Source: an optimization exercise on an open RTL-to-GDS flow (aim: small area and a short achievable clock period). Production flows keep margins and buffers that such runs may drop. The RTL was checked by simulation tests, not by an equivalence proof against the original design. No run shown here takes its clock network from TritonCTS; it comes from the design's own scripts or RTL. The clock input has no modelled driver; a real chip could not lean on it and would need a root buffer or a full tree. No activity file was given, so power comes from the tool's default toggle rates.

===== design/flow/config.mk =====
export PLATFORM = sky130hd
export DESIGN_NAME = top
export DESIGN_NICKNAME = top
export VERILOG_FILES = /design/flow/design.v
export SDC_FILE = /design/flow/constraint.sdc
export NUM_CORES = 8
export LEC_CHECK = 0
export CAP_MARGIN = 20
export CORE_MARGIN = 2
export CORE_UTILIZATION = 70
export PLACE_DENSITY = 0.8
export SETUP_SLACK_MARGIN = 2.3
export SLEW_MARGIN = 20

===== design/flow/constraint.sdc =====
create_clock -name core_clock -period 4.0 [get_ports {clk}]
set_input_delay 0.8000 -clock core_clock [delete_from_list [all_inputs] [get_ports {clk}]]
set_output_delay 0.8000 -clock core_clock [all_outputs]
set_load 0.01 [all_outputs]

===== design/flow/design.v =====
module async_ram_sp (
	input clk, rst_n,
	input MOSI,             
	input ho_d,             
	input ho,               
	input [9:0] sr,         
	output reg [7:0] dout   
	);
function [8:0] ring_slot;    
	input [7:0] a;
	reg [4:0] r;
	reg [1:0] y;
	begin
		if (a[3:2] != 2'b11) begin
			r = {1'b0, a[7:4]};
			y = a[3:2];
		end else begin
			case (a[7:4])
			4'd0:  begin r = 5'd16; y = 2'd0; end
			4'd1:  begin r = 5'd16; y = 2'd1; end
			4'd2:  begin r = 5'd16; y = 2'd2; end
			4'd3:  begin r = 5'd17; y = 2'd0; end
			4'd4:  begin r = 5'd17; y = 2'd1; end
			4'd5:  begin r = 5'd17; y = 2'd2; end
			4'd6:  begin r = 5'd18; y = 2'd0; end
			4'd7:  begin r = 5'd18; y = 2'd1; end
			4'd8:  begin r = 5'd18; y = 2'd2; end
			4'd9:  begin r = 5'd19; y = 2'd0; end
			4'd10: begin r = 5'd19; y = 2'd1; end
			4'd11: begin r = 5'd19; y = 2'd2; end
			4'd12: begin r = 5'd20; y = 2'd0; end
			4'd13: begin r = 5'd20; y = 2'd1; end
			4'd14: begin r = 5'd20; y = 2'd2; end
			default: begin r = 5'd21; y = 2'd0; end
			endcase
		end
		ring_slot = {r, y, a[1:0]};
	end
endfunction
wire [8:0] rd_addr = ring_slot({sr[6:0], MOSI});
wire [8:0] wr_addr = ring_slot(sr[8:1]);
reg [1:0] phx, phy;
always @(posedge clk) begin
	phx <= phx + 2'd1;
	if (phx == 2'd3)
		phy <= (phy == 2'd2) ? 2'd0 : phy + 2'd1;
end
wire [1:0] nphx = phx + 2'd1;
wire [1:0] nphy = (phx != 2'd3) ? phy : (phy == 2'd2) ? 2'd0 : phy + 2'd1;
reg [4:0] r_ring, w_ring;    
reg [3:0] r_slot, w_slot;
reg pa, pw, pr;              
reg [7:0] wdata;             
reg [7:0] wbus;              
reg wp;                      
reg wzd;                     
reg [7:0] pf;                
reg w_match, r_match;        
reg [5:0] rsel_hi;           
reg [3:0] rsel_lo;           
reg [5:0] land_hi;           
reg [3:0] land_lo;           
reg [7:0] tq;                
reg same_ring;               
wire c00 = pa & rst_n;
wire c01 = pw & rst_n;
wire c11 = pr & rst_n;
wire [1:0] nnphx = phx + 2'd2;
wire [1:0] nnphy = (phx[1] == 1'b0) ? phy : (phy == 2'd2) ? 2'd0 : phy + 2'd1;
reg w_match_d;
always @(posedge clk)
	w_match_d <= (nnphx == w_slot[1:0]) & ((nnphy == w_slot[3:2]) | (w_ring == 5'd21) | (w_slot[3:2] == 2'b11));
wire w_land = wp & w_match;
wire w_keep = wp & ~w_match;
wire wp_d = c01 | w_keep;
always @(posedge clk) begin
	pa <= rst_n & ho & (sr[9:8] == 2'b00);
	pw <= rst_n & ho & (sr[9:8] == 2'b01);
	pr <= rst_n & ho & (sr[9:8] == 2'b11);
	w_match <= w_match_d;
	r_match <= (nphx == r_slot[1:0]) & ((nphy == r_slot[3:2]) | (r_ring == 5'd21));
	land_hi <= (w_match_d & wp_d) ? (6'd1 << w_ring[4:2]) : 6'd0;
	land_lo <= 4'd1 << w_ring[1:0];
	rsel_hi <= 6'd1 << r_ring[4:2];
	rsel_lo <= 4'd1 << r_ring[1:0];
	same_ring <= (w_ring == r_ring);
end
wire [22*8-1:0] pre;    
genvar g;
generate
	for (g = 0; g < 22; g = g + 1) begin : rg
		localparam N = (g == 21) ? 4 : 12;
		reg [8*N-1:0] s;
		wire [7:0] nxt = (land_hi[g / 4] & land_lo[g % 4]) ? wbus : s[8*N-1 -: 8];
		always @(posedge clk)
			s <= {s[8*N-9:0], nxt};
		assign pre[8*g +: 8] = s[8*N-9 -: 8];
	end
endgenerate
reg [7:0] tq_d;
integer i;
always @(*) begin
	tq_d = 8'd0;
	for (i = 0; i < 22; i = i + 1)
		tq_d = tq_d | (pre[8*i +: 8] & {8{rsel_hi[i / 4] & rsel_lo[i % 4]}});
end
wire [7:0] pf_d = !r_match ? pf : (w_land && same_ring) ? wdata : tq;
wire zreq = ~rst_n | wzd;
always @(posedge clk) begin
	tq <= tq_d;
	pf <= pf_d;
	if (c01)
		wdata <= sr[8:1];
	wbus <= c01 ? sr[8:1] : wdata;
	wp <= wp_d;
	wzd <= zreq & w_keep;
	if (c00) begin
		w_ring <= wr_addr[8:4];
		w_slot <= wr_addr[3:0];
	end else if (zreq && !w_keep) begin
		w_ring <= 5'd0;
		w_slot <= 4'd0;
	end
	if (~rst_n) begin
		r_ring <= 5'd0;
		r_slot <= 4'd0;
	end else if (ho_d && sr[8:7] == 2'b10) begin
		r_ring <= rd_addr[8:4];
		r_slot <= rd_addr[3:0];
	end
	if (~rst_n)
		dout <= 8'd0;
	else if (c11)
		dout <= pf_d;
end
endmodule
module slave (
	input MOSI, SS_n, clk, rst_n,
	input [7:0] tx_data,
	output reg MISO,
	output ho_d,                 
	output reg ho,               
	output reg [9:0] shift_reg   
	);
localparam IDLE = 3'b000;
localparam CHK_CMD = 3'b001;
localparam READ_ADD = 3'b010;
localparam READ_DATA = 3'b011;
localparam WRITE = 3'b100;
reg [2:0] cs, ns;
reg [4:0] counter;
reg flag;
reg show;    
wire in_frame = (cs == READ_ADD) || (cs == READ_DATA) || (cs == WRITE);
always @(posedge clk) begin
	if (SS_n)
		counter <= 0;
	else if (cs != IDLE)
		if (cs != READ_DATA && counter == 11)
			counter <= 0;
		else if (cs == READ_DATA && counter == 20)
			counter <= 0;
		else
			counter <= counter + 1;
	else
		counter <= 0;
end
always @(posedge clk)
	shift_reg <= {shift_reg[8:0], MOSI};
always @(posedge clk) begin
	if (~rst_n) begin
		cs <= IDLE;
		flag <= 1'b0;
	end
	else begin
		cs <= ns;
		if (cs == READ_ADD)
			flag <= 1'b1;
		else if (cs == READ_DATA)
			flag <= 1'b0;
	end
end
always @(*) begin
	ns = cs;
	case (cs)
		IDLE:      ns = SS_n ? IDLE : CHK_CMD;
		CHK_CMD:   if (SS_n) ns = IDLE;
		           else if (counter != 0) ns = shift_reg[0] ? (flag ? READ_DATA : READ_ADD) : WRITE;
		READ_ADD,
		READ_DATA,
		WRITE:     if (SS_n) ns = IDLE;
		default:   ns = IDLE;
	endcase
end
assign ho_d = rst_n && !SS_n && in_frame && counter == 10;
always @(posedge clk) begin
	ho <= ho_d;
	show <= rst_n && !SS_n && cs == READ_DATA && counter >= 12 && counter <= 19;
end
wire [2:0] bit_idx = 3'd4 - counter[2:0];    
always @(posedge clk) begin
	if (~rst_n)
		MISO <= 1'b0;
	else
		MISO <= show && tx_data[bit_idx];
end
endmodule
module top (
    input clk, rst_n, MOSI, SS_n,
    output MISO
    );
wire [9:0] sr;       
wire ho_d;           
wire ho;             
wire [7:0] tx_data;  
slave dut (
    .MOSI(MOSI),
    .SS_n(SS_n),
    .clk(clk),
    .rst_n(rst_n),
    .tx_data(tx_data),
    .MISO(MISO),
    .ho_d(ho_d),
    .ho(ho),
    .shift_reg(sr)
    );
async_ram_sp my_ram (
    .clk(clk),
    .rst_n(rst_n),
    .MOSI(MOSI),
    .ho_d(ho_d),
    .ho(ho),
    .sr(sr),
    .dout(tx_data)
    );
endmodule

===== design/flow/flow/run.sh =====
#!/bin/bash
# The standard flow's own layout (standard.sh), with one change in its clock tree synthesis step:
# flow/post_cts.tcl (which runs flow/ctree.tcl), sourced at the end of ORFS's cts.tcl
# (POST_CTS_TCL), replaces the
# clock tree with a two-level one (clock port -> 4 buffers -> 72 leaf buffers -> flip-flops).
# standard.sh's output goes to standard.log, each tool's to ORFS's own logs under orfs/logs.
set -euo pipefail
export CTS_ARGS="-sink_clustering_enable -repair_clock_nets -sink_clustering_size 26 -sink_clustering_max_diameter 80 -dont_use_dummy_load"
export POST_CTS_TCL="$PWD/flow/post_cts.tcl"
export CTREE_LEAVES=72
export CTREE_TOP=sky130_fd_sc_hd__clkbuf_16
export CTREE_LEAF=sky130_fd_sc_hd__clkbuf_16
bash standard.sh finish > standard.log 2>&1

===== design/flow/flow/ctree.tcl =====
# Sourced by ORFS's cts.tcl at its end (POST_CTS_TCL), after clock_tree_synthesis,
# repair_timing and detailed_placement. It replaces the clock tree with a two-level one:
#   clock port -> 4 top buffers -> CTREE_LEAVES leaf buffers -> flip-flops
# The flip-flops are split into equal-sized compact groups by recursive bisection, one leaf
# buffer at the centre of each, and the leaf buffers likewise into four groups, one top
# buffer at the centre of each. Then the port buffers get a plain buffer cell, and detailed
# placement and timing repair run again, as cts.tcl does after clock_tree_synthesis.

set ct_block [ord::get_db_block]
set ct_db [ord::get_db]
set ct_clknet [[$ct_block findBTerm clk] getNet]
set ct_nleaf [expr {[info exists ::env(CTREE_LEAVES)] ? $::env(CTREE_LEAVES) : 84}]
set ct_ntop 4
set ct_topcell [expr {[info exists ::env(CTREE_TOP)] ? $::env(CTREE_TOP) : "sky130_fd_sc_hd__clkbuf_16"}]
set ct_leafcell [expr {[info exists ::env(CTREE_LEAF)] ? $::env(CTREE_LEAF) : "sky130_fd_sc_hd__clkbuf_16"}]
# the output pin of a clock buffer (X) or inverter (Y)
proc ct_out {inst} {
  set it [$inst findITerm X]
  if {$it eq "NULL"} { set it [$inst findITerm Y] }
  return $it
}

# every clock buffer and inverter below the port, and every flip-flop clock pin
set ct_bufs {}
set ct_sinks {}
set frontier [list $ct_clknet]
while {[llength $frontier]} {
  set next {}
  foreach net $frontier {
    foreach it [$net getITerms] {
      if {![$it isInputSignal]} { continue }
      set inst [$it getInst]
      set m [[$inst getMaster] getName]
      if {[string match "*clkbuf*" $m] || [string match "*clkinv*" $m]} {
        lappend ct_bufs $inst
        lappend next [[ct_out $inst] getNet]
      } else {
        lappend ct_sinks $it
      }
    }
  }
  set frontier $next
}
puts "ctree: [llength $ct_sinks] clock pins, [llength $ct_bufs] buffers removed"
foreach it $ct_sinks { $it disconnect }
foreach inst $ct_bufs {
  set onet [[ct_out $inst] getNet]
  odb::dbInst_destroy $inst
  if {$onet ne "NULL"} { odb::dbNet_destroy $onet }
}

# items: {x y payload}; split into k groups of equal size by recursive bisection
proc ct_split {items k} {
  if {$k <= 1} { return [list $items] }
  set n [llength $items]
  set xs [lmap i $items {lindex $i 0}]
  set ys [lmap i $items {lindex $i 1}]
  set w [expr {[tcl::mathfunc::max {*}$xs] - [tcl::mathfunc::min {*}$xs]}]
  set h [expr {[tcl::mathfunc::max {*}$ys] - [tcl::mathfunc::min {*}$ys]}]
  set axis [expr {$w >= $h ? 0 : 1}]
  set sorted [lsort -real -index $axis $items]
  set k1 [expr {$k / 2}]
  set n1 [expr {int(round(double($n) * $k1 / $k))}]
  return [concat [ct_split [lrange $sorted 0 [expr {$n1 - 1}]] $k1] \
                 [ct_split [lrange $sorted $n1 end] [expr {$k - $k1}]]]
}
proc ct_centre {items} {
  set sx 0.0; set sy 0.0
  foreach i $items { set sx [expr {$sx + [lindex $i 0]}]; set sy [expr {$sy + [lindex $i 1]}] }
  set n [llength $items]
  return [list [expr {int($sx / $n)}] [expr {int($sy / $n)}]]
}
proc ct_buffer {name cell x y innet} {
  global ct_block ct_db
  set inst [odb::dbInst_create $ct_block [$ct_db findMaster $cell] $name]
  $inst setLocation $x $y
  $inst setPlacementStatus PLACED
  set net [odb::dbNet_create $ct_block "clknet_$name"]
  $net setSigType CLOCK
  [$inst findITerm A] connect $innet
  [ct_out $inst] connect $net
  return $inst
}

set items {}
foreach it $ct_sinks {
  set b [[$it getInst] getBBox]
  lappend items [list [expr {([$b xMin] + [$b xMax]) / 2}] [expr {([$b yMin] + [$b yMax]) / 2}] $it]
}
set leafgroups [ct_split $items $ct_nleaf]

# leaf buffers: first make them (their input nets come later), grouped for the top level
set litems {}
set li 0
foreach g $leafgroups {
  lassign [ct_centre $g] x y
  lappend litems [list $x $y $g $li]
  incr li
}
set topgroups [ct_split $litems $ct_ntop]
set ct_tops {}
set ti 0
foreach tg $topgroups {
  lassign [ct_centre $tg] x y
  set top [ct_buffer "clkbuf_top_$ti" $ct_topcell $x $y $ct_clknet]
  lappend ct_tops $top
  set topnet [[ct_out $top] getNet]
  foreach l $tg {
    lassign $l lx ly g idx
    set leaf [ct_buffer "clkbuf_leaf_$idx" $ct_leafcell $lx $ly $topnet]
    set lnet [[ct_out $leaf] getNet]
    foreach s $g { [lindex $s 2] connect $lnet }
  }
  incr ti
}
puts "ctree: [llength $leafgroups] leaf buffers of [llength [lindex $leafgroups 0]] to [llength [lindex $leafgroups end]] clock pins, $ct_ntop top buffers"

# plain buffers at the ports
foreach inst [$ct_block getInsts] {
  if {[regexp {^(input|output)\d+$} [$inst getName]] && [string match "*clkdlybuf*" [[$inst getMaster] getName]]} {
    $inst swapMaster [$ct_db findMaster sky130_fd_sc_hd__buf_4]
  }
}

proc ct_report {} {
  global ct_tops
  set lat {}
  foreach t $ct_tops {
    set worst 0.0
    set best 1e9
    foreach it [[[ct_out $t] getNet] getITerms] {
      if {![$it isInputSignal]} { continue }
      foreach it2 [[[ct_out [$it getInst]] getNet] getITerms] {
        if {![$it2 isInputSignal]} { continue }
        set a [get_property [get_pins [[$it2 getInst] getName]/[[$it2 getMTerm] getName]] arrival_max_rise]
        if {$a > $worst} { set worst $a }
        if {$a < $best} { set best $a }
      }
    }
    lappend lat [format "%.3f-%.3f" $best $worst]
  }
  puts "ctree: clock pin arrival per top buffer: $lat"
}

detailed_placement
set_propagated_clock [all_clocks]
estimate_parasitics -placement
ct_report
repair_timing_helper
detailed_placement
estimate_parasitics -placement
ct_report
check_placement -verbose

===== design/flow/flow/post_cts.tcl =====
# Sourced by ORFS's cts.tcl at its end (POST_CTS_TCL), from inside a proc: run ctree.tcl,
# beside this file, at global level.
uplevel #0 [list source [file join [file dirname [file normalize [info script]]] ctree.tcl]]

===== design/flow/standard.sh =====
#!/bin/bash
# synth_recipe.tcl (not shown) runs the flow's synth.tcl, then flattens the netlist and writes it again
# the make line also repeats each setting of config.mk as NAME=value (left out here)
make -C /OpenROAD-flow-scripts/flow DESIGN_CONFIG=/design/flow/config.mk WORK_HOME=/design/flow/orfs CLKGATE_MAP_FILE= SYNTH_SCRIPT=/design/flow/synth_recipe.tcl "${@:-finish}"

==> impl_metrics.env, run 1 <==
export IMPL_fin_cells=3834
export IMPL_clock_sinks=2163
export IMPL_status="no timing/DRC/antenna violations"
export IMPL_cp_max_fo=1
export IMPL_grt_pass1_wl_microns=127000
export IMPL_pre_cts_ws_ns=1.31
export IMPL_grt_use_total_pct=24.4
export IMPL_portBuffers=4
export IMPL_cp_end_kind="output port"
export IMPL_multiInputGateArea_sq_um=4830
export IMPL_criticalPathCategory="reg -> out"
export IMPL_cp_slowest_stage_delay_ns=0.33
export IMPL_grt_max_degree=38
export IMPL_setup_tns_ns=0
export IMPL_yosys_register_bits=2163
export IMPL_clock_skew_ns=0.0167
export IMPL_cp_arrival_ns=0.94
export IMPL_vias=19800
export IMPL_finalSetupViolations=0
export IMPL_fmax_ghz=0.575
export IMPL_syn_inst=2857
export IMPL_hold_path_class="reg -> reg"
export IMPL_drive_above_1_share_pct=11.4
export IMPL_core_area_sq_um=68700
export IMPL_register_area_sq_um=43500
export IMPL_crit_family="flip-flops"
export IMPL_fp_row_count=96
export IMPL_yosys_warnings=2
export IMPL_top_usage_layer="met2"
export IMPL_antenna_found_initial=3
export IMPL_synth_edf_count=19
export IMPL_start_kind="flip-flop"
export IMPL_fill_cells=3656
export IMPL_gr_usage_met2_pct=41.0
export IMPL_finalWorstSetupSlack_ns=2.26
export IMPL_drc_errors=0
export IMPL_slew_viol_final=0
export IMPL_min_period_ns=1.74
export IMPL_crit_required_ns=3.20
export IMPL_rsz0062_at_grt="true"
export IMPL_slowest_stage="dfxtp_2"
export IMPL_wirelength_microns=87200
export IMPL_met3_usage_pct=2.75
export IMPL_ys_types=57
export IMPL_p_leak_uw=0.0206
export IMPL_dp_cells=3746
export IMPL_synth_net_count=2873
export IMPL_first_pass_iters=8
export IMPL_maxSlewHeadroom_pct=45.5
export IMPL_grt_pass1_vias=20400
export IMPL_avgRoutedWirePerCell_microns=22.7
export IMPL_maxCapViolations=0
export IMPL_dp_hpwl_microns=53500
export IMPL_largest_reg_flops=2048
export IMPL_clkLatencyLatePin_ns=0.50
export IMPL_synthToLayoutAreaGrowth_pct=6.58
export IMPL_final_hold_violation_count=0
export IMPL_die_area_sq_um=71700
export IMPL_synth_async_reset_ratio_pct=0
export IMPL_ios=5
export IMPL_p_per_area_nw_per_um2=593
export IMPL_met1_usage_pct=33.2
export IMPL_worst_pin_slew_ns=0.818
export IMPL_fp_dieH_microns=268
export IMPL_start_util_pct=70.8
export IMPL_fp_dieW_microns=268
export IMPL_worst_ir_drop_vdd_uv=439
export IMPL_finalCritPeriodShare_pct=43.5
export IMPL_vias_per_cell=5.16
export IMPL_drt_iter0_markers=1516
export IMPL_utilization_pct=75.5
export IMPL_syn_area_sq_um=48700
export IMPL_gr_total_overflow=0
export IMPL_holdWs_ns=0.324
export IMPL_clk_pin_slew_worst_paths_ns=0.11
export IMPL_gp_congestion=0.875
export IMPL_nets=2920
export IMPL_ant_nets=0
export IMPL_ys_seq_area_share_pct=89.4
export IMPL_yosys_most_used_dff="dfxtp_1"
export IMPL_avgSynthCellArea_sq_um=17.0
export IMPL_crit_chain="buf_6"
export IMPL_cp_num_buf_inv=1
power by group:
group          leakage, uW  internal, uW  switching (uW)  total (uW)
Combinational      0.00225          34.5            43.0        77.5
Clock             0.000937          3400            5600        9000
Sequential          0.0175         21600            46.9       21700
Total               0.0206         25000            5690       30700
final timing paths:
path	slack [ns]	end	cells after the start	startpoint
setup / recovery	2.26	MISO	1	dut.MISO$_SDFF_PN0_
setup reg to reg	2.29	my_ram.tq[0]$_DFF_P_	5	my_ram.rsel_hi[4]$_SDFF_PN0_
hold / removal	0.32	my_ram.rg[8].s[39]$_DFF_P_	0	my_ram.rg[8].s[31]$_DFF_P_
hold reg to reg	0.32	my_ram.rg[8].s[39]$_DFF_P_	0	my_ram.rg[8].s[31]$_DFF_P_
worst register-to-register path, delay by kind of cell, from the launching register on:
family	cells	cell delay (ns)
compound gates	4	1.06
buf+inv	1	0.18
flops	1	0.35
layer usage:
metal / routed length [microns] / vias up
met5: 0 / -
met4: 3310 / 0
met3: 3940 / 172
met2: 41700 / 570
met1: 38300 / 9740
li1: - / 9290
cell type report:
cell class | count | area share, %
multi-input cells | 606 | 9.31
well taps | 931 | 2.25
inverters | 24 | 0.181
diodes | 1 | 0.00482
plain buffers | 76 | 3.67
repair buffers | 33 | 0.704
flip-flops and latches | 2163 | 83.9
cell usage in the layout, fill, tap and decap left out, types with 3 or more instances in the layout:
master,Yosys,routed
nor3_1,16,14
a222oi_1,20,20
dfxtp_2,0,9
nor2_1,46,46
a221oi_1,5,4
nor2b_1,10,10
mux2i_1,5,5
a211oi_1,7,6
a21oi_1,23,23
ha_1,12,11
o22ai_1,4,3
clkbuf_16,0,76
o21ai_2,9,9
o21ai_0,13,12
a22o_1,19,19
o211ai_1,4,4
and3_1,10,10
edfxtp_1,19,19
a22oi_1,42,42
mux2_2,181,181
nand2b_1,5,5
nand3_1,31,31
xnor2_1,8,8
dfxtp_1,2144,2132
buf_6,6,6
nor3b_1,4,4
xor2_1,5,5
and2_1,4,4
o32ai_1,8,8
nand2_1,84,83
buf_4,1,20
inv_1,23,23
buf_12,0,5
dfxtp_4,0,3
through the flow:
stage	instance area, sq um	total power [uW]
5_1_grt	51900	31500
2_1_floorplan	48700	22200
6_report	51900	30700
3_5_place_dp	49700	22200
3_3_place_gp	49700	22200
kinds of logic (layout without fill, tap and decap cells):
family / Yosys count / count (layout) / share of synthesized area (%)
flip-flops: 2163 / 2163 / 89.4
AND/OR/NAND/NOR: 223 / 223 / 2.17
multiplexers: 188 / 188 / 4.38
AO/OA/AOI/OAI: 170 / 170 / 2.72
buffers and inverters: 88 / 133 / 0.825
XOR/XNOR: 13 / 13 / 0.234
adder cells (fa/ha/maj): 12 / 12 / 0.308
other: 0 / 1 / 0
cell usage after synthesis, drive strengths merged (3+ instances only):
master,n,area share [%]
o211ai,4,0.062
inv,23,0.18
nor3,16,0.16
a222oi,20,0.41
nor2b,10,0.13
dfxtp,2144,88
nand3,32,0.34
o32ai,8,0.14
clkbuf,33,0.25
a22oi,42,0.65
nand2,84,0.65
xor2,5,0.090
and3,10,0.13
ha,12,0.31
mux2,181,4.2
buf,31,0.39
o21ai,22,0.30
a211oi,7,0.11
a21oi,23,0.24
nand2b,5,0.064
xnor2,8,0.14
a221oi,5,0.090
a31oi,3,0.051
mux2i,5,0.10
edfxtp,19,1.2
and2,4,0.051
nor3b,6,0.13
nor2,46,0.35
o22ai,4,0.051
a22o,19,0.34
==> run 2: changes to the inputs <==
--- a/design/flow/config.mk
+++ b/design/flow/config.mk
@@ -10,4 +10,4 @@
 export CORE_UTILIZATION = 70
 export PLACE_DENSITY = 0.8
-export SETUP_SLACK_MARGIN = 2.3
+export SETUP_SLACK_MARGIN = 2.26
 export SLEW_MARGIN = 20
==> run 2 against run 1 <==
Against the previous run:
- die area stayed put
- global-route usage shrank 0.078 points
- setup slack lost 0.0028 ns
- fmax is 0.16% lower
- synthesized cell count unchanged
- via count is 1.2% lower
- clock power barely moved
- final area fell by 0.21%
- flip-flop and latch count did not move
- sequential power barely moved
- largest power group unchanged
==> impl_metrics.env, run 2 <==
export IMPL_maxSlewHeadroom_pct=46.7
export IMPL_netlist_area_leader_share_pct=88.2
export IMPL_start_util_pct=70.8
export IMPL_cp_slowest_stage_delay_ns=0.32
export IMPL_yosys_warnings=2
export IMPL_gr_total_overflow=0
export IMPL_crit_required_ns=3.20
export IMPL_vias_per_cell=5.10
export IMPL_finalSetupViolations=0
export IMPL_drt_iter0_markers=1475
export IMPL_start_kind="flip-flop"
export IMPL_r2r_end="my_ram.tq[0]$_DFF_P_"
export IMPL_syn_inst=2857
export IMPL_criticalPathCategory="reg -> out"
export IMPL_worst_r2r_setup_slack_ns=2.30
export IMPL_fp_dieW_microns=268
export IMPL_grt_pass1_wl_microns=127000
export IMPL_gp_congestion=0.875
export IMPL_first_pass_iters=8
export IMPL_yosys_most_used_dff="dfxtp_1"
export IMPL_clkLatencyLatePin_ns=0.51
export IMPL_antenna_found_initial=3
export IMPL_fmax_ghz=0.574
export IMPL_timing_rr_start="my_ram.rsel_hi[2]$_SDFF_PP0_"
export IMPL_rsz0062_at_grt="true"
export IMPL_synth_edf_count=19
export IMPL_hold_depth=0
export IMPL_status="no timing/DRC/antenna violations"
export IMPL_die_area_sq_um=71700
export IMPL_fill_cells=3756
export IMPL_finalPower_uw=30700
export IMPL_p_per_area_nw_per_um2=594
export IMPL_slew_viol_final=0
export IMPL_min_to="my_ram.rg[10].s[69]$_DFF_P_"
export IMPL_clk_pin_slew_worst_paths_ns=0.11
export IMPL_synthTopCellsByArea="dfxtp_1 (88%), mux2_2 (4.2%), edfxtp_1 (1.2%), a22oi_1 (0.65%), nand2_1 (0.65%)"
export IMPL_yosys_register_bits=2163
export IMPL_final_hold_violation_count=0
export IMPL_finalWorstSetupSlack_ns=2.26
export IMPL_ios=5
export IMPL_cp_arrival_ns=0.94
export IMPL_grt_pass1_vias=20200
export IMPL_p_leak_uw=0.0206
export IMPL_portBuffers=4
export IMPL_worst_pin_slew_ns=0.797
export IMPL_largest_reg_flops=2048
export IMPL_worst_ir_drop_vdd_uv=507
export IMPL_fp_dieH_microns=268
export IMPL_fp_row_count=96
export IMPL_clock_sinks=2163
export IMPL_grt_max_degree=37
export IMPL_wirelength_microns=86600
export IMPL_finalCritPeriodShare_pct=43.5
export IMPL_vias=19500
export IMPL_synth_most_common_cell="dfxtp_1"
export IMPL_final_cell_mix="dfxtp_1 (2,139), mux2_2 (181), nand2_1 (83), clkbuf_16 (76), nor2_1 (46)"
export IMPL_nets=2919
export IMPL_slowest_stage="dfxtp_1"
export IMPL_hold_path_class="reg -> reg"
export IMPL_hp_start="my_ram.rg[10].s[61]$_DFF_P_"
export IMPL_grt_use_total_pct=24.4
export IMPL_pre_cts_ws_ns=1.52
export IMPL_crit_family="flip-flops"
export IMPL_clock_skew_ns=0.0156
export IMPL_ys_types=57
export IMPL_drc_errors=0
export IMPL_cp_max_fo=1
export IMPL_drive_above_1_share_pct=11.0
export IMPL_holdWs_ns=0.322
export IMPL_dp_hpwl_microns=54100
export IMPL_crit_chain="buf_2"
export IMPL_path_depth=1
export IMPL_avgRoutedWirePerCell_microns=22.6
export IMPL_setup_tns_ns=0
export IMPL_min_period_ns=1.74
export IMPL_cp_end_kind="output port"
export IMPL_synthToLayoutAreaGrowth_pct=6.35
export IMPL_ys_seq_area_share_pct=89.4
export IMPL_syn_area_sq_um=48700
export IMPL_ff2ff_path_depth=6
export IMPL_avgSynthCellArea_sq_um=17.0
export IMPL_synth_async_reset_ratio_pct=0
export IMPL_ant_nets=0
export IMPL_synthTopCellsByCount="dfxtp_1 (2,144), mux2_2 (181), nand2_1 (84)"
export IMPL_cp_num_buf_inv=1
export IMPL_core_area_sq_um=68700
export IMPL_final_common_cell="dfxtp_1"
export IMPL_utilization_pct=75.3
export IMPL_synth_top_area_cell="dfxtp_1"
export IMPL_maxCapViolations=0
export IMPL_synth_net_count=2873
run 2: cell count changes in the layout (fill, tap and decap cells not counted), moves of 3 or more:
cell     previous run  this run
buf_4              20        26
buf_6               6         1
dfxtp_2             9         5
dfxtp_1          2132      2139
dfxtp_4             3         0
run 2: how the worst max path moves through the flow:
stage                                               end             startpoint
final                                              MISO    dut.MISO$_SDFF_PN0_
after detailed placement  my_ram.r_ring[0]$_SDFFE_PN0P_                   SS_n
after global routing             my_ram.r_match$_DFF_P_  my_ram.phx[1]$_DFF_P_
after global placement    my_ram.r_slot[1]$_SDFFE_PN0P_                   SS_n
after floorplan           my_ram.r_slot[2]$_SDFFE_PN0P_                  rst_n
run 2: power by group:
group	switching, uW	total, uW	internal [uW]
clock network	5620	9010	3400
logic	44.3	77.4	33.2
registers	45.9	21700	21600
total	5710	30700	25000
run 2: routing by layer:
metal	GRT usage, %	vias up	share of wire (%)
li1	-	9295	-
met1	32.8	9523	44
met2	40.9	535	48
met3	3.46	184	4.9
met4	8.26	2	3.5
met5	0	-	0.010
run 2: stage by stage:
step	area, sq um	instances
2_1_floorplan	48700	2857
3_3_place_gp	49800	3749
3_5_place_dp	49800	3749
5_1_grt	51800	3832
6_report	51800	3833
run 2: final cells by class:
class / count / area [sq um] / share of cell area, %
Inverter: 24 / 93.8 / 0.181
Sequential cell: 2163 / 43500 / 84.0
Timing Repair Buffer: 32 / 292 / 0.563
Antenna cell: 1 / 2.50 / 0.00483
Tap cell: 931 / 1160 / 2.25
Buffer: 76 / 1900 / 3.67
Multi-Input combinational cell: 606 / 4810 / 9.29
run 2: cell families (layout without fill, tap and decap cells):
logic type	Yosys count	count (layout)	share of synthesized area, %
multiplexers	188	188	4.38
other	0	1	0
buffers and inverters	88	132	0.825
AO/OA/AOI/OAI	170	170	2.72
AND/OR/NAND/NOR	223	223	2.17
flip-flops	2163	2163	89.4
adder cells (fa/ha/maj)	12	12	0.308
XOR/XNOR	13	13	0.234
==> run 3: changes to the inputs <==
==> design/flow/flow/run.sh (replaced) <==
#!/bin/bash
# The standard flow's own layout (standard.sh), with one change in its clock tree synthesis step:
# flow/post_cts.tcl (which runs flow/ctree.tcl), sourced at the end of ORFS's cts.tcl
# (POST_CTS_TCL), replaces the
# clock tree with a two-level one (clock port -> 4 buffers -> 66 leaf buffers -> flip-flops).
# standard.sh's output goes to standard.log, each tool's to ORFS's own logs under orfs/logs.
set -euo pipefail
export CTS_ARGS="-sink_clustering_enable -repair_clock_nets -sink_clustering_size 26 -sink_clustering_max_diameter 80 -dont_use_dummy_load"
export POST_CTS_TCL="$PWD/flow/post_cts.tcl"
export CTREE_LEAVES=66
export CTREE_TOP=sky130_fd_sc_hd__clkbuf_16
export CTREE_LEAF=sky130_fd_sc_hd__clkbuf_16
bash standard.sh finish > standard.log 2>&1
--- a/design/flow/config.mk
+++ b/design/flow/config.mk
@@ -10,4 +10,4 @@
 export CORE_UTILIZATION = 70
 export PLACE_DENSITY = 0.8
-export SETUP_SLACK_MARGIN = 2.26
+export SETUP_SLACK_MARGIN = 2.3
 export SLEW_MARGIN = 20
==> run 3 against run 2 <==
Against the previous run:
- fmax is 0.23% higher
- sequential power hardly changed
- setup slack improved by 0.0040 ns
- via count is 0.16% lower
- synthesized cell count stayed put
- sequential share of layout area grew 0.10 points
- synthesized area did not move
- critical endpoint is now my_ram.tq[0]$_DFF_P_
- largest cell class unchanged
- largest power group unchanged
- highest routed layer is now met4
==> impl_metrics.env, run 3 <==
export IMPL_grt_pass1_vias=20000
export IMPL_start_util_pct=70.8
export IMPL_crit_required_ns=4.39
export IMPL_rsz0062_at_grt="true"
export IMPL_ys_seq_area_share_pct=89.4
export IMPL_setup_tns_ns=0
export IMPL_criticalPathCategory="reg -> reg"
export IMPL_synthTopCellsByCount="dfxtp_1 (2,144), mux2_2 (181), nand2_1 (84)"
export IMPL_cp_arrival_ns=2.13
export IMPL_synth_net_count=2873
export IMPL_synthToLayoutAreaGrowth_pct=6.26
export IMPL_worst_pin_slew_ns=0.823
export IMPL_ff2ff_path_depth=5
export IMPL_hold_path_class="reg -> reg"
export IMPL_netlist_area_leader_share_pct=88.2
export IMPL_cp_end_kind="flip-flop"
export IMPL_yosys_register_bits=2163
export IMPL_core_area_sq_um=68700
export IMPL_vias_per_cell=5.09
export IMPL_fp_row_count=96
export IMPL_dp_cells=3746
export IMPL_finalCritPeriodShare_pct=43.4
export IMPL_first_pass_iters=7
export IMPL_drc_errors=0
export IMPL_p_per_area_nw_per_um2=589
export IMPL_grt_use_total_pct=24.1
export IMPL_pre_cts_ws_ns=1.31
export IMPL_wirelength_microns=86500
export IMPL_synth_top_area_cell="dfxtp_1"
export IMPL_fmax_ghz=0.576
export IMPL_worst_r2r_setup_slack_ns=2.26
export IMPL_fp_dieH_microns=268
export IMPL_clock_sinks=2163
export IMPL_dp_hpwl_microns=53500
export IMPL_fill_cells=3698
export IMPL_final_hold_violation_count=0
export IMPL_cp_num_buf_inv=1
export IMPL_gp_congestion=0.875
export IMPL_min_period_ns=1.74
export IMPL_yosys_most_used_dff="dfxtp_1"
export IMPL_avgSynthCellArea_sq_um=17.0
export IMPL_grt_pass1_wl_microns=126000
export IMPL_p_leak_uw=0.0206
export IMPL_synth_most_common_cell="dfxtp_1"
export IMPL_yosys_warnings=2
export IMPL_slew_viol_final=0
export IMPL_antenna_found_initial=2
export IMPL_crit_chain="buf_12 -> a222oi_1 -> o22ai_2 -> a211oi_2 -> o2111ai_1"
export IMPL_final_common_cell="dfxtp_1"
export IMPL_start_kind="flip-flop"
export IMPL_drt_iter0_markers=1555
export IMPL_cp_max_fo=7
export IMPL_gr_total_overflow=0
export IMPL_synth_async_reset_ratio_pct=0
export IMPL_clkLatencyLatePin_ns=0.51
export IMPL_avgRoutedWirePerCell_microns=22.6
export IMPL_clk_pin_slew_worst_paths_ns=0.12
export IMPL_grt_max_degree=38
export IMPL_ant_nets=0
export IMPL_fin_cells=3833
export IMPL_syn_inst=2857
export IMPL_nets=2919
export IMPL_final_cell_mix="dfxtp_1 (2,131), mux2_2 (181), nand2_1 (83), clkbuf_16 (71), nor2_1 (46)"
export IMPL_die_area_sq_um=71700
export IMPL_drive_above_1_share_pct=11.3
export IMPL_clock_skew_ns=0.0383
export IMPL_vias=19500
export IMPL_largest_reg_flops=2048
export IMPL_ios=5
export IMPL_status="no timing/DRC/antenna violations"
export IMPL_crit_family="compound AO/OA/AOI/OAI gates"
export IMPL_fp_dieW_microns=268
export IMPL_utilization_pct=75.3
export IMPL_hold_depth=0
export IMPL_ys_types=57
export IMPL_finalWorstSetupSlack_ns=2.26
export IMPL_path_depth=5
export IMPL_synthTopCellsByArea="dfxtp_1 (88%), mux2_2 (4.2%), edfxtp_1 (1.2%), a22oi_1 (0.65%), nand2_1 (0.65%)"
export IMPL_syn_area_sq_um=48700
export IMPL_maxSlewHeadroom_pct=45.2
export IMPL_cp_slowest_stage_delay_ns=0.51
export IMPL_slowest_stage="a222oi_1"
export IMPL_worst_ir_drop_vdd_uv=507
export IMPL_synth_edf_count=19
export IMPL_maxCapViolations=0
export IMPL_finalSetupViolations=0
export IMPL_portBuffers=4
export IMPL_finalPower_uw=30500
==> run 3: changes by cell type in the layout (fill, tap and decap cells not counted), moves of 2 or more <==
cell and delta:
dfxtp_4 +3, buf_6 +4, dfxtp_1 -8, clkbuf_16 -5
buf_4 +2, dfxtp_2 +5
==> run 3: layout make-up <==
cell class              instances  area [sq um]  share of cell area (%)
diodes                          1          2.50                 0.00484
plain buffers                  70          1750                    3.39
inverters                      24          93.8                   0.181
multi-input cells             606          4820                    9.32
flip-flops and latches       2163         43500                    84.1
well taps                     931          1160                    2.25
repair buffers                 38           372                   0.719
==> run 3: kinds of logic after synthesis <==
kind of cell | synth area share, %
muxes | 4.38
AOI/OAI and AO/OA | 2.72
adders and majority gates | 0.308
and+or+nand+nor | 2.17
DFF | 89.4
buffers and inverters | 0.825
xor gates and xnor gates | 0.234
==> run 3: through the flow <==
stage | hold slack, ns | instance area, sq um
3_3_place_gp | 0.310 | 49700
3_5_place_dp | 0.312 | 49700
2_1_floorplan | 0.310 | 48700
6_report | 0.305 | 51700
5_1_grt | 0.328 | 51700
==> run 3: path summary, 6_finish.rpt <==
kind | start | to
setup / recovery | my_ram.rsel_hi[2]$_SDFF_PP0_ | my_ram.tq[0]$_DFF_P_
hold / removal | my_ram.rg[5].s[25]$_DFF_P_ | my_ram.rg[5].s[33]$_DFF_P_
setup reg to reg | my_ram.rsel_hi[2]$_SDFF_PP0_ | my_ram.tq[0]$_DFF_P_
hold reg to reg | my_ram.rg[5].s[25]$_DFF_P_ | my_ram.rg[5].s[33]$_DFF_P_
==> run 3: metal layers <==
metal  GRT usage [%]  part of all wire [%]  routed length, microns  up-vias
met5               0                     0                       0        -
met3            3.35                   4.2                    3630      134
met4            7.08                   3.0                    2600        0
met2            40.7                    48                   41700      518
met1            32.7                    45                   38500     9563
li1                -                     -                       -     9293
==> run 3: power breakdown <==
part	leakage, uW	switching, uW	internal [uW]	total (uW)
Combinational	0.00226	43.2	34.5	77.7
Sequential	0.0175	46.5	21600	21700
Clock	0.000863	5570	3150	8720
==> run 4: changes to the inputs <==
==> design/flow/flow/run.sh (replaced) <==
#!/bin/bash
# The standard flow's own layout (standard.sh), with one change in its clock tree synthesis step:
# flow/post_cts.tcl (which runs flow/ctree.tcl), sourced at the end of ORFS's cts.tcl
# (POST_CTS_TCL), replaces the
# clock tree with a two-level one (clock port -> 4 buf_16 buffers -> 72 leaf buffers -> flip-flops).
# standard.sh's output goes to standard.log, each tool's to ORFS's own logs under orfs/logs.
set -euo pipefail
export CTS_ARGS="-sink_clustering_enable -repair_clock_nets -sink_clustering_size 26 -sink_clustering_max_diameter 80 -dont_use_dummy_load"
export POST_CTS_TCL="$PWD/flow/post_cts.tcl"
export CTREE_LEAVES=72
export CTREE_TOP=sky130_fd_sc_hd__buf_16
export CTREE_LEAF=sky130_fd_sc_hd__clkbuf_16
bash standard.sh finish > standard.log 2>&1
--- a/design/flow/config.mk
+++ b/design/flow/config.mk
@@ -10,4 +10,4 @@
 export CORE_UTILIZATION = 70
 export PLACE_DENSITY = 0.8
-export SETUP_SLACK_MARGIN = 2.3
+export SETUP_SLACK_MARGIN = 2.26
 export SLEW_MARGIN = 20
==> run 4 against run 3 <==
Against the previous run:
- global-route usage up 0.34 points
- synthesized cell count is the same
- register-to-register slack gained 0.02 ns
- power up 1.1%
- final area about the same
- flip-flop and latch count stayed put
==> impl_metrics.env, run 4 <==
export IMPL_dp_hpwl_microns=54100
export IMPL_synthToLayoutAreaGrowth_pct=6.37
export IMPL_grt_use_total_pct=24.4
export IMPL_largest_reg_flops=2048
export IMPL_worst_r2r_setup_slack_ns=2.28
export IMPL_yosys_warnings=2
export IMPL_finalWorstSetupSlack_ns=2.28
export IMPL_fmax_ghz=0.581
export IMPL_setup_tns_ns=0
export IMPL_utilization_pct=75.4
export IMPL_synth_edf_count=19
export IMPL_syn_area_sq_um=48700
export IMPL_multiInputGateArea_sq_um=4810
export IMPL_maxCapViolations=0
export IMPL_gr_usage_met2_pct=41.1
export IMPL_clock_skew_ns=0.0201
export IMPL_rsz0062_at_grt="true"
export IMPL_finalPower_uw=30800
export IMPL_crit_required_ns=4.37
export IMPL_wirelength_microns=86700
export IMPL_hold_depth=0
export IMPL_gp_congestion=0.875
export IMPL_met3_usage_pct=3.62
export IMPL_synth_net_count=2873
export IMPL_vias=19600
export IMPL_criticalPathCategory="reg -> reg"
export IMPL_worst_pin_slew_ns=0.801
export IMPL_ys_types=57
export IMPL_fp_row_count=96
export IMPL_cp_max_fo=18
export IMPL_met1_usage_pct=32.9
export IMPL_synthTopCellsByCount="dfxtp_1 (2,144), mux2_2 (181), nand2_1 (84)"
export IMPL_p_per_area_nw_per_um2=595
export IMPL_cp_arrival_ns=2.09
export IMPL_avgSynthCellArea_sq_um=17.0
export IMPL_fp_dieW_microns=268
export IMPL_final_hold_violation_count=0
export IMPL_worst_ir_drop_vdd_uv=512
export IMPL_start_kind="flip-flop"
export IMPL_synth_top_area_cell="dfxtp_1"
export IMPL_pre_cts_ws_ns=1.52
export IMPL_die_area_sq_um=71700
export IMPL_clkLatencyLatePin_ns=0.48
export IMPL_nets=2919
export IMPL_clock_sinks=2163
export IMPL_yosys_register_bits=2163
export IMPL_clk_pin_slew_worst_paths_ns=0.11
export IMPL_ff2ff_path_depth=5
export IMPL_syn_inst=2857
export IMPL_vias_per_cell=5.12
export IMPL_final_cell_mix="dfxtp_1 (2,139), mux2_2 (181), nand2_1 (83), clkbuf_16 (72), nor2_1 (46)"
export IMPL_final_common_cell="dfxtp_1"
export IMPL_finalSetupViolations=0
export IMPL_ys_seq_area_share_pct=89.4
export IMPL_synth_async_reset_ratio_pct=0
export IMPL_ios=5
export IMPL_top_usage_layer="met2"
export IMPL_register_area_sq_um=43500
export IMPL_hold_path_class="reg -> reg"
export IMPL_yosys_most_used_dff="dfxtp_1"
export IMPL_status="no timing/DRC/antenna violations"
export IMPL_grt_pass1_vias=20200
export IMPL_portBuffers=4
export IMPL_drc_errors=0
export IMPL_fill_cells=3752
export IMPL_start_util_pct=70.8
export IMPL_antenna_found_initial=6
export IMPL_maxSlewHeadroom_pct=46.5
export IMPL_grt_pass1_wl_microns=127000
export IMPL_cp_end_kind="flip-flop"
export IMPL_drive_above_1_share_pct=11.0
export IMPL_grt_max_degree=37
export IMPL_drt_iter0_markers=1634
export IMPL_core_area_sq_um=68700
export IMPL_first_pass_iters=8
export IMPL_gr_total_overflow=0
export IMPL_synthTopCellsByArea="dfxtp_1 (88%), mux2_2 (4.2%), edfxtp_1 (1.2%), a22oi_1 (0.65%), nand2_1 (0.65%)"
export IMPL_synth_most_common_cell="dfxtp_1"
export IMPL_ant_nets=0
export IMPL_p_leak_uw=0.0206
export IMPL_min_period_ns=1.72
export IMPL_netlist_area_leader_share_pct=88.2
export IMPL_fp_dieH_microns=268
export IMPL_avgRoutedWirePerCell_microns=22.6
export IMPL_finalCritPeriodShare_pct=43.1
export IMPL_slew_viol_final=0
[run 4: cell types whose count changed in the layout (fill, tap and decap cells not counted), moves of 2 or more]
cell	previous run	this run
dfxtp_2	10	5
buf_4	28	26
buf_6	5	1
buf_16	0	4
dfxtp_1	2131	2139
dfxtp_4	3	0
[run 4: cell type report]
type / instances / area share (%)
Antenna cell: 1 / 0.00483
Buffer: 76 / 3.69
Inverter: 24 / 0.181
Multi-Input combinational cell: 606 / 9.29
Sequential cell: 2163 / 84.0
Tap cell: 931 / 2.25
Timing Repair Buffer: 32 / 0.563
[run 4: metal layers]
layer | vias to the layer above | routed length (microns)
met5 | - | 26
met2 | 530 | 41400
met3 | 177 | 4260
met1 | 9599 | 38000
li1 | 9299 | -
met4 | 4 | 3020
[run 4: through the flow]
stage          hold slack, ns  instances  area (sq um)
2_1_floorplan           0.310       2857         48700
6_report                0.321       3833         51800
3_3_place_gp            0.310       3749         49800
5_1_grt                 0.335       3832         51800
3_5_place_dp            0.312       3749         49800
[run 4: final timing paths]
check,from,to
hold reg to reg,my_ram.rg[10].s[61]$_DFF_P_,my_ram.rg[10].s[69]$_DFF_P_
hold / removal,my_ram.rg[10].s[61]$_DFF_P_,my_ram.rg[10].s[69]$_DFF_P_
setup / recovery,my_ram.rsel_lo[1]$_SDFF_PP0_,my_ram.tq[5]$_DFF_P_
setup reg to reg,my_ram.rsel_lo[1]$_SDFF_PP0_,my_ram.tq[5]$_DFF_P_
[run 4: where the power goes]
group          internal (uW)  switching (uW)
Combinational           33.2            44.4
Clock                   3440            5610
Sequential             21600            45.9
Total                  25100            5700
[run 4: critical path, cell delays in order, from the launching register on]
cell and delay (ns):
dfxtp_1 0.32, buf_4 0.22, a222oi_1 0.61, o22ai_1 0.17
nor3_1 0.15, o211ai_1 0.12
[run 4: cell families (layout without fill, tap and decap cells)]
family	count (synthesis)	after routing	synth area share, %
compound gates	170	170	2.72
xor+xnor	13	13	0.234
fa+ha+maj	12	12	0.308
buf+inv	88	132	0.825
flops	2163	2163	89.4
mux	188	188	4.38
other cells	0	1	0
simple gates	223	223	2.17
==> run 5: changes to the inputs <==
--- a/design/flow/config.mk
+++ b/design/flow/config.mk
@@ -10,4 +10,4 @@
 export CORE_UTILIZATION = 70
 export PLACE_DENSITY = 0.8
-export SETUP_SLACK_MARGIN = 2.26
+export SETUP_SLACK_MARGIN = 2.3
 export SLEW_MARGIN = 20
==> run 5 against run 4 <==
Against the previous run:
- still clean
- worst hold slack better by 0.0027 ns
- die area unchanged
- register-to-register slack worse by 0.08 ns
- setup slack worse by 0.078 ns
- critical endpoint is now my_ram.tq[0]$_DFF_P_
==> impl_metrics.env, run 5 <==
export IMPL_status="no timing/DRC/antenna violations"
export IMPL_fp_dieW_microns=268
export IMPL_seqPwrFrac_pct=70.3
export IMPL_fp_row_count=96
export IMPL_final_cell_mix="dfxtp_1 (2,132), mux2_2 (181), nand2_1 (83), clkbuf_16 (74), nor2_1 (46)"
export IMPL_cp_arrival_ns=2.15
export IMPL_vias=19700
export IMPL_drive_above_1_share_pct=11.4
export IMPL_synth_top_area_cell="dfxtp_1"
export IMPL_core_area_sq_um=68700
export IMPL_utilization_pct=75.5
export IMPL_maxSlewHeadroom_pct=46.3
export IMPL_netlist_area_leader_share_pct=88.2
export IMPL_nets=2924
export IMPL_yosys_register_bits=2163
export IMPL_avgRoutedWirePerCell_microns=22.7
export IMPL_first_pass_iters=5
export IMPL_clkLatencyLatePin_ns=0.48
export IMPL_hp_start="my_ram.rg[8].s[31]$_DFF_P_"
export IMPL_final_hold_violation_count=0
export IMPL_rsz0062_at_grt="true"
export IMPL_drt_iter0_markers=1505
export IMPL_ys_seq_area_share_pct=89.4
export IMPL_fmax_ghz=0.556
export IMPL_yosys_most_used_dff="dfxtp_1"
export IMPL_finalPower_uw=30800
export IMPL_slew_viol_final=0
export IMPL_clock_sinks=2163
export IMPL_dp_hpwl_microns=53500
export IMPL_hold_path_class="reg -> reg"
export IMPL_avgSynthCellArea_sq_um=17.0
export IMPL_vias_per_cell=5.14
export IMPL_register_area_sq_um=43500
export IMPL_clk_pin_slew_worst_paths_ns=0.11
export IMPL_clockPowerShare_pct=29.4
export IMPL_crit_required_ns=4.35
export IMPL_yosys_warnings=2
export IMPL_maxCapViolations=0
export IMPL_worst_pin_slew_ns=0.805
export IMPL_cp_max_fo=6
export IMPL_grt_use_total_pct=24.3
export IMPL_synth_edf_count=19
export IMPL_multiInputGateArea_sq_um=4820
export IMPL_combPwrFrac_pct=0.3
export IMPL_worst_ir_drop_vdd_uv=440
export IMPL_finalCritPeriodShare_pct=45.0
export IMPL_power_switching_uw=5700
export IMPL_drc_errors=0
export IMPL_finalSetupViolations=0
export IMPL_synth_async_reset_ratio_pct=0
export IMPL_ios=5
export IMPL_diodes=0
export IMPL_slowest_stage="a222oi_1"
export IMPL_gr_total_overflow=0
export IMPL_ant_nets=0
export IMPL_grt_pass1_vias=20300
export IMPL_synthTopCellsByCount="dfxtp_1 (2,144), mux2_2 (181), nand2_1 (84)"
export IMPL_synthTopCellsByArea="dfxtp_1 (88%), mux2_2 (4.2%), edfxtp_1 (1.2%), a22oi_1 (0.65%), nand2_1 (0.65%)"
export IMPL_min_period_ns=1.80
export IMPL_synth_most_common_cell="dfxtp_1"
export IMPL_synthToLayoutAreaGrowth_pct=6.63
export IMPL_crit_chain="buf_12 -> a222oi_1 -> o22ai_2 -> a211oi_2 -> o2111ai_1"
export IMPL_intPower_uw=25100
export IMPL_p_sw_share_pct=18.5
export IMPL_start_util_pct=70.8
export IMPL_final_common_cell="dfxtp_1"
export IMPL_largest_reg_flops=2048
export IMPL_clock_skew_ns=0.0206
export IMPL_gp_congestion=0.875
export IMPL_wirelength_microns=87300
export IMPL_syn_inst=2857
export IMPL_grt_pass1_wl_microns=127000
export IMPL_setup_tns_ns=0
export IMPL_syn_area_sq_um=48700
export IMPL_cp_end_kind="flip-flop"
export IMPL_antenna_found_initial=2
export IMPL_criticalPathCategory="reg -> reg"
export IMPL_timing_rr_start="my_ram.rsel_hi[2]$_SDFF_PP0_"
export IMPL_fp_dieH_microns=268
export IMPL_p_per_area_nw_per_um2=593
export IMPL_portBuffers=4
export IMPL_worst_r2r_setup_slack_ns=2.20
export IMPL_synth_net_count=2873
export IMPL_start_kind="flip-flop"
export IMPL_grt_max_degree=38
export IMPL_fill_cells=3656
export IMPL_die_area_sq_um=71700
export IMPL_startpoint="my_ram.rsel_hi[2]$_SDFF_PP0_"
export IMPL_p_leak_uw=0.0207
export IMPL_ys_types=57
export IMPL_cp_slowest_stage_delay_ns=0.53
## run 5: stage by stage
step	hold WS, ns	cell area (sq um)	worst slack [ns]	cells
after detailed placement	0.312	49700	1.31	3746
after floorplan	0.310	48700	2.27	2857
after global routing	0.335	51900	2.23	3837
final	0.324	51900	2.20	3837
after global placement	0.310	49700	1.38	3746
## run 5: layer usage
metal | GRT usage (%) | share of wire (%) | vias to the layer above
met5 | 0 | 0 | -
met4 | 8.85 | 3.6 | 0
met3 | 2.91 | 4.6 | 154
met2 | 40.6 | 48 | 540
met1 | 32.9 | 44 | 9724
li1 | - | - | 9300
## run 5: path summary, 6_finish.rpt
check	end	cells after the start
worst max register to register	my_ram.tq[0]$_DFF_P_	5
worst max-delay path	my_ram.tq[0]$_DFF_P_	5
worst min-delay path	my_ram.rg[8].s[39]$_DFF_P_	0
worst min register to register	my_ram.rg[8].s[39]$_DFF_P_	0
## run 5: logic make-up after synthesis
| logic type | Yosys count | share of synthesized area (%) |
|---|---|---|
| AOI/OAI and AO/OA | 170 | 2.72 |
| xor gates and xnor gates | 13 | 0.234 |
| adders and majority gates | 12 | 0.308 |
| and+or+nand+nor | 223 | 2.17 |
| DFF | 2163 | 89.4 |
| buffers and inverters | 88 | 0.825 |
| muxes | 188 | 4.38 |
## run 5: power groups by stage
stage	clock (uW)	combinational (uW)	sequential [uW]
3_5_place_dp	0	74.0	22200
3_3_place_gp	0	68.2	22100
6_report	9050	77.5	21700
5_1_grt	9770	86.3	21700
2_1_floorplan	0	67.9	22100
## run 5: worst max-delay path: cells and delay by family, from the launching register on
kind                   cells  cell delay (ns)
AOI/OAI and AO/OA          4             1.15
DFF                        1             0.38
buffers and inverters      1             0.14
## run 5: layout make-up
type,instances,area share (%)
flip-flops and latches,2163,83.8
repair buffers,37,0.767
multi-input cells,606,9.28
well taps,931,2.24
plain buffers,76,3.68
inverters,24,0.181
==> run 6: changes to the inputs <==
--- a/design/flow/design.v
+++ b/design/flow/design.v
@@ -98,10 +98,17 @@
 	end
 endgenerate
+reg [7:0] grp [0:5];
 reg [7:0] tq_d;
-integer i;
+integer i, j;
 always @(*) begin
+	for (j = 0; j < 6; j = j + 1) begin
+		grp[j] = 8'd0;
+		for (i = 0; i < 4; i = i + 1)
+			if (4 * j + i < 22)
+				grp[j] = grp[j] | (pre[8*(4*j+i) +: 8] & {8{rsel_lo[i]}});
+	end
 	tq_d = 8'd0;
-	for (i = 0; i < 22; i = i + 1)
-		tq_d = tq_d | (pre[8*i +: 8] & {8{rsel_hi[i / 4] & rsel_lo[i % 4]}});
+	for (j = 0; j < 6; j = j + 1)
+		tq_d = tq_d | (grp[j] & {8{rsel_hi[j]}});
 end
 wire [7:0] pf_d = !r_match ? pf : (w_land && same_ring) ? wdata : tq;
==> run 6 against run 5 <==
Against the previous run:
- worst hold slack better by 0.0026 ns
- first-iteration DRC count is 6.3% lower
- via count is 2.4% lower
- synthesized area hardly changed
- wire length is 7.2% lower
- synthesized cell count is 0.49% higher
- global-route usage is 1.7 points lower
- power hardly changed
- sequential power hardly changed
- register-to-register slack better by 0.11 ns
- core utilization is 0.19 points lower
==> impl_metrics.env, run 6 <==
export IMPL_rsz0062_at_grt="true"
export IMPL_criticalPathCategory="reg -> out"
export IMPL_clkLatencyLatePin_ns=0.48
export IMPL_met1_usage_pct=30.5
export IMPL_grt_max_degree=37
export IMPL_intPower_uw=25100
export IMPL_grt_pass1_vias=19800
export IMPL_die_area_sq_um=71600
export IMPL_drt_iter0_markers=1410
export IMPL_register_area_sq_um=43500
export IMPL_endpoint="MISO"
export IMPL_fp_dieH_microns=268
export IMPL_combPwrFrac_pct=0.3
export IMPL_gr_total_overflow=0
export IMPL_p_leak_uw=0.0207
export IMPL_slowest_stage="dfxtp_2"
export IMPL_dp_hpwl_microns=48400
export IMPL_ios=5
export IMPL_worst_r2r_setup_slack_ns=2.31
export IMPL_ant_nets=0
export IMPL_seqPwrFrac_pct=70.4
export IMPL_top_usage_layer="met2"
export IMPL_ff2ff_path_depth=2
export IMPL_synth_async_reset_ratio_pct=0
export IMPL_synthToLayoutAreaGrowth_pct=6.44
export IMPL_startpoint="dut.MISO$_SDFF_PN0_"
export IMPL_setup_tns_ns=0
export IMPL_finalPower_uw=30800
export IMPL_drc_errors=0
export IMPL_path_depth=1
export IMPL_met3_usage_pct=2.68
export IMPL_crit_family="flip-flops"
export IMPL_first_pass_iters=6
export IMPL_largest_reg_flops=2048
export IMPL_maxSlewHeadroom_pct=52.0
export IMPL_start_util_pct=70.8
export IMPL_ys_seq_area_share_pct=89.4
export IMPL_grt_pass1_wl_microns=120000
export IMPL_synthTopCellsByCount="dfxtp_1 (2,144), mux2_2 (181), nand2_1 (116)"
export IMPL_vias=19200
export IMPL_power_switching_uw=5690
export IMPL_cp_num_buf_inv=1
export IMPL_syn_inst=2871
export IMPL_synth_top_area_cell="dfxtp_1"
export IMPL_fp_dieW_microns=268
export IMPL_syn_area_sq_um=48600
export IMPL_r2r_end="my_ram.rg[7].s[6]$_DFF_P_"
export IMPL_ys_types=49
export IMPL_clock_sinks=2163
export IMPL_p_per_area_nw_per_um2=595
export IMPL_crit_chain="buf_6"
export IMPL_netlist_area_leader_share_pct=88.2
export IMPL_start_kind="flip-flop"
export IMPL_wirelength_microns=81000
export IMPL_fp_row_count=96
export IMPL_cp_arrival_ns=0.92
export IMPL_synth_most_common_cell="dfxtp_1"
export IMPL_vias_per_cell=5.01
export IMPL_avgSynthCellArea_sq_um=16.9
export IMPL_cp_slowest_stage_delay_ns=0.33
export IMPL_final_hold_violation_count=0
export IMPL_clk_pin_slew_worst_paths_ns=0.10
export IMPL_yosys_most_used_dff="dfxtp_1"
export IMPL_min_period_ns=1.72
export IMPL_hp_start="my_ram.rg[3].s[63]$_DFF_P_"
export IMPL_diodes=0
export IMPL_final_common_cell="dfxtp_1"
export IMPL_p_sw_share_pct=18.5
export IMPL_timing_rr_start="my_ram.land_lo[3]$_SDFF_PN0_"
export IMPL_clockPowerShare_pct=29.4
export IMPL_fill_cells=3774
export IMPL_worst_pin_slew_ns=0.720
export IMPL_dp_cells=3756
export IMPL_synth_net_count=2887
export IMPL_gp_congestion=0.835
export IMPL_nets=2925
export IMPL_fmax_ghz=0.581
export IMPL_yosys_warnings=3
export IMPL_slew_viol_final=0
export IMPL_final_cell_mix="dfxtp_1 (2,135), mux2_2 (181), nand2_1 (115), a22oi_1 (97), clkbuf_16 (72)"
export IMPL_worst_ir_drop_vdd_uv=487
export IMPL_synthTopCellsByArea="dfxtp_1 (88%), mux2_2 (4.2%), a22oi_1 (1.6%), edfxtp_1 (1.2%), nand2_1 (0.90%)"
export IMPL_synth_edf_count=19
export IMPL_fin_cells=3838
export IMPL_yosys_register_bits=2163
export IMPL_crit_required_ns=3.20
export IMPL_portBuffers=4
export IMPL_cp_end_kind="output port"
export IMPL_cp_max_fo=1
export IMPL_finalCritPeriodShare_pct=43.0
export IMPL_clock_skew_ns=0.0145
export IMPL_drive_above_1_share_pct=11.1
export IMPL_status="no timing/DRC/antenna violations"
export IMPL_core_area_sq_um=68700
export IMPL_gr_usage_met2_pct=38.6
export IMPL_finalSetupViolations=0
export IMPL_antenna_found_initial=0
export IMPL_avgRoutedWirePerCell_microns=21.1
export IMPL_hold_path_class="reg -> reg"
export IMPL_maxCapViolations=0
export IMPL_grt_use_total_pct=22.6
export IMPL_multiInputGateArea_sq_um=4890
run 6: cells by family after synthesis:
kind of cell / share of synthesized area [%]
DFF: 89.4
and+or+nand+nor: 2.30
muxes: 4.39
AOI/OAI and AO/OA: 2.67
buffers and inverters: 0.677
xor gates and xnor gates: 0.234
adders and majority gates: 0.309
run 6: routing by layer:
metal	vias up	routed length, microns
met1	9469	36700
met4	0	2110
met3	124	2670
met5	-	0
li1	9292	-
met2	359	39500
run 6: cell type report:
class                      instances  share of cell area (%)
tap                              931                    2.25
multi-input combinational        626                    9.44
inverter                          16                   0.116
buffer                            76                    3.69
timing repair buffer              26                   0.462
sequential                      2163                    84.0
run 6: worst min-delay path by stage:
stage	endpoint	slack (ns)	depth (start not counted)
detailed placement	my_ram.rg[18].s[63]$_DFF_P_	0.31	0
floorplan	my_ram.rg[0].s[10]$_DFF_P_	0.31	0
global route	my_ram.rg[13].s[56]$_DFF_P_	0.33	0
finish	my_ram.rg[3].s[71]$_DFF_P_	0.33	0
global placement	my_ram.rg[11].s[84]$_DFF_P_	0.31	0
run 6: power by group through the flow:
stage	combinational, uW	sequential [uW]	clock [uW]
floorplan	67.7	22100	0
global placement	69.8	22100	0
detailed placement	74.5	22200	0
global route	85.8	21700	9840
finish	77.7	21700	9050
run 6: metrics by stage:
step	hold slack (ns)	setup WS (ns)	utilization [%]	area [sq um]
2_1_floorplan	0.310	2.24	-	48700
3_3_place_gp	0.310	1.42	72.3	49700
3_5_place_dp	0.312	1.35	72.4	49700
5_1_grt	0.331	2.24	75.4	51800
6_report	0.327	2.28	75.4	51800
==> run 7: changes to the inputs <==
--- a/design/flow/config.mk
+++ b/design/flow/config.mk
@@ -10,4 +10,4 @@
 export CORE_UTILIZATION = 70
 export PLACE_DENSITY = 0.8
-export SETUP_SLACK_MARGIN = 2.3
+export SETUP_SLACK_MARGIN = 2.26
 export SLEW_MARGIN = 20
==> run 7 against run 6 <==
Against the previous run:
- still clean on timing, DRC and antenna
- setup slack about the same
- critical path type is now reg -> reg
- sequential share of layout area grew 0.096 points
- flip-flop and latch count unchanged
- worst hold slack got worse by 0.0027 ns
- sequential power about the same
- largest cell class unchanged
- critical path depth up 4
- wire length is 1.2% higher
- critical endpoint is now my_ram.tq[3]$_DFF_P_
==> impl_metrics.env, run 7 <==
export IMPL_status="no timing/DRC/antenna violations"
export IMPL_fill_cells=3756
export IMPL_gp_congestion=0.805
export IMPL_avgRoutedWirePerCell_microns=21.4
export IMPL_fp_dieW_microns=268
export IMPL_p_leak_uw=0.0207
export IMPL_largest_reg_flops=2048
export IMPL_die_area_sq_um=71600
export IMPL_diodes=0
export IMPL_maxCapViolations=0
export IMPL_yosys_warnings=3
export IMPL_finalPower_uw=30800
export IMPL_avgSynthCellArea_sq_um=16.9
export IMPL_rsz0062_at_grt="true"
export IMPL_fp_dieH_microns=268
export IMPL_ys_seq_area_share_pct=89.4
export IMPL_grt_use_total_pct=22.8
export IMPL_grt_pass1_vias=20100
export IMPL_drc_errors=0
export IMPL_fin_cells=3837
export IMPL_synth_most_common_cell="dfxtp_1"
export IMPL_vias=19500
export IMPL_synthTopCellsByCount="dfxtp_1 (2,144), mux2_2 (181), nand2_1 (116)"
export IMPL_synth_edf_count=19
export IMPL_setup_tns_ns=0
export IMPL_clock_skew_ns=0.0286
export IMPL_synthToLayoutAreaGrowth_pct=6.31
export IMPL_finalSetupViolations=0
export IMPL_grt_max_degree=40
export IMPL_wirelength_microns=82000
export IMPL_holdWs_ns=0.324
export IMPL_yosys_most_used_dff="dfxtp_1"
export IMPL_drt_iter0_markers=1465
export IMPL_final_common_cell="dfxtp_1"
export IMPL_syn_inst=2871
export IMPL_first_pass_iters=5
export IMPL_dp_cells=3758
export IMPL_synthTopCellsByArea="dfxtp_1 (88%), mux2_2 (4.2%), a22oi_1 (1.6%), edfxtp_1 (1.2%), nand2_1 (0.90%)"
export IMPL_portBuffers=4
export IMPL_criticalPathCategory="reg -> reg"
export IMPL_finalCritPeriodShare_pct=43.1
export IMPL_start_kind="flip-flop"
export IMPL_gr_total_overflow=0
export IMPL_pre_cts_ws_ns=1.32
export IMPL_maxSlewHeadroom_pct=44.3
export IMPL_synth_async_reset_ratio_pct=0
export IMPL_antenna_found_initial=0
export IMPL_slew_viol_final=0
export IMPL_synth_top_area_cell="dfxtp_1"
export IMPL_cp_end_kind="flip-flop"
export IMPL_core_area_sq_um=68700
export IMPL_yosys_register_bits=2163
export IMPL_drive_above_1_share_pct=10.7
export IMPL_final_hold_violation_count=0
export IMPL_cp_max_fo=39
export IMPL_multiInputGateArea_sq_um=4850
export IMPL_crit_required_ns=4.36
export IMPL_grt_pass1_wl_microns=121000
export IMPL_dp_hpwl_microns=48600
export IMPL_fmax_ghz=0.581
export IMPL_synth_net_count=2887
export IMPL_final_cell_mix="dfxtp_1 (2,138), mux2_2 (181), nand2_1 (115), a22oi_1 (102), clkbuf_16 (72)"
export IMPL_register_area_sq_um=43500
export IMPL_worst_pin_slew_ns=0.836
export IMPL_ios=5
export IMPL_min_period_ns=1.72
export IMPL_clkLatencyLatePin_ns=0.49
export IMPL_finalWorstSetupSlack_ns=2.28
export IMPL_clock_sinks=2163
export IMPL_syn_area_sq_um=48600
export IMPL_worst_ir_drop_vdd_uv=474
export IMPL_netlist_area_leader_share_pct=88.2
export IMPL_vias_per_cell=5.07
export IMPL_fp_row_count=96
export IMPL_p_per_area_nw_per_um2=596
export IMPL_ant_nets=0
export IMPL_cp_arrival_ns=2.09
export IMPL_hold_path_class="reg -> reg"
export IMPL_clk_pin_slew_worst_paths_ns=0.11
export IMPL_ys_types=49
export IMPL_nets=2924
export IMPL_start_util_pct=70.8
## run 7: worst paths after layout
check                                                  start                          to  slack, ns  depth (start not counted)
worst max register to register  my_ram.rsel_lo[0]$_SDFF_PP0_        my_ram.tq[3]$_DFF_P_       2.28                          5
worst min register to register    my_ram.rg[8].s[43]$_DFF_P_  my_ram.rg[8].s[51]$_DFF_P_       0.32                          0
worst min-delay path              my_ram.rg[8].s[43]$_DFF_P_  my_ram.rg[8].s[51]$_DFF_P_       0.32                          0
worst max-delay path            my_ram.rsel_lo[0]$_SDFF_PP0_        my_ram.tq[3]$_DFF_P_       2.28                          5
## run 7: cells by family (layout without fill, tap and decap cells)
family	Yosys count	in the layout	synth area share (%)
AO/OA/AOI/OAI	171	171	2.67
multiplexers	188	188	4.39
flip-flops	2163	2163	89.4
buffers and inverters	82	117	0.677
adder cells (fa/ha/maj)	12	12	0.309
XOR/XNOR	13	13	0.234
AND/OR/NAND/NOR	242	242	2.30
## run 7: power breakdown
part / switching [uW] / total (uW) / internal (uW)
combinational: 45.1 / 79.2 / 34.1
sequential: 46.8 / 21700 / 21600
clock: 5620 / 9070 / 3440
## run 7: per-layer routing
metal	track usage, %	vias up	part of all wire (%)
met5	0	-	0
met4	5.36	0	2.2
met3	2.93	124	3.5
met2	39.5	395	49
met1	31.0	9646	45
li1	-	9292	-
## run 7: critical path, stage by stage (launching register included)
cell and delay [ns]:
dfxtp_2 0.41, buf_6 0.28, a22oi_1 0.41, nand2_1 0.19
a22oi_1 0.22, nand3_1 0.08
## run 7: layout make-up
| type | count | share of cell area, % |
|---|---|---|
| tap | 931 | 2.25 |
| inverter | 16 | 0.116 |
| buffer | 76 | 3.70 |
| sequential | 2163 | 84.1 |
| timing repair buffer | 25 | 0.411 |
| multi-input combinational | 626 | 9.39 |
## run 7: metrics by stage
stage	utilization (%)	instance area [sq um]
floorplan	-	48700
global placement	72.4	49700
detailed placement	72.4	49700
global route	75.3	51700
finish	75.3	51700

==> what the ideal ports hide <==
In the flow no input, the clock included, has a driving cell. The finished layouts below were timed again as built, in two steps.
Step 1 sets driving cells, clkbuf_16 on the clock port and buf_2 on the other inputs (assumed; they add their load-dependent delay and slew).
Step 2 moves the port delays by t, midway between the first and last clock arrival at a register: inputs arrive t later, outputs are due t later. That takes back most of the time a late clock gives input paths.
a / b / c = ideal / step 1 / step 2; a / b = the first two.
| run | shift t [ns] | setup WS [ns] | hold WS [ns] | latest minus earliest clock arrival (ns) | worst register clock-pin slew, ns |
|---|---|---|---|---|---|
| run 1 | 0.632 | 2.261 / 2.125 / 2.053 | 0.324 / 0.296 / 0.324 | 0.022 / 0.022 | 0.11 / 0.11 |
| run 2 | 0.626 | 2.258 / 2.131 / 2.011 | 0.322 / 0.302 / 0.322 | 0.020 / 0.020 | 0.11 / 0.11 |
| run 3 | 0.627 | 2.262 / 2.151 / 2.054 | 0.305 / 0.305 / 0.305 | 0.045 / 0.045 | 0.12 / 0.12 |
| run 4 | 0.619 | 2.278 / 2.141 / 2.010 | 0.321 / 0.305 / 0.321 | 0.022 / 0.023 | 0.11 / 0.11 |
| run 5 | 0.623 | 2.200 / 2.125 / 2.064 | 0.324 / 0.297 / 0.324 | 0.025 / 0.025 | 0.11 / 0.11 |
| run 6 | 0.621 | 2.278 / 2.134 / 2.036 | 0.327 / 0.305 / 0.327 | 0.021 / 0.021 | 0.11 / 0.11 |
| run 7 | 0.632 | 2.278 / 2.134 / 1.982 | 0.324 / 0.288 / 0.324 | 0.035 / 0.034 | 0.11 / 0.11 |
After both steps setup and hold are still met in every run listed. For run 7, which loses most, drivers alone change the setup slack by -0.144 ns; drivers and shift together by -0.296 ns.
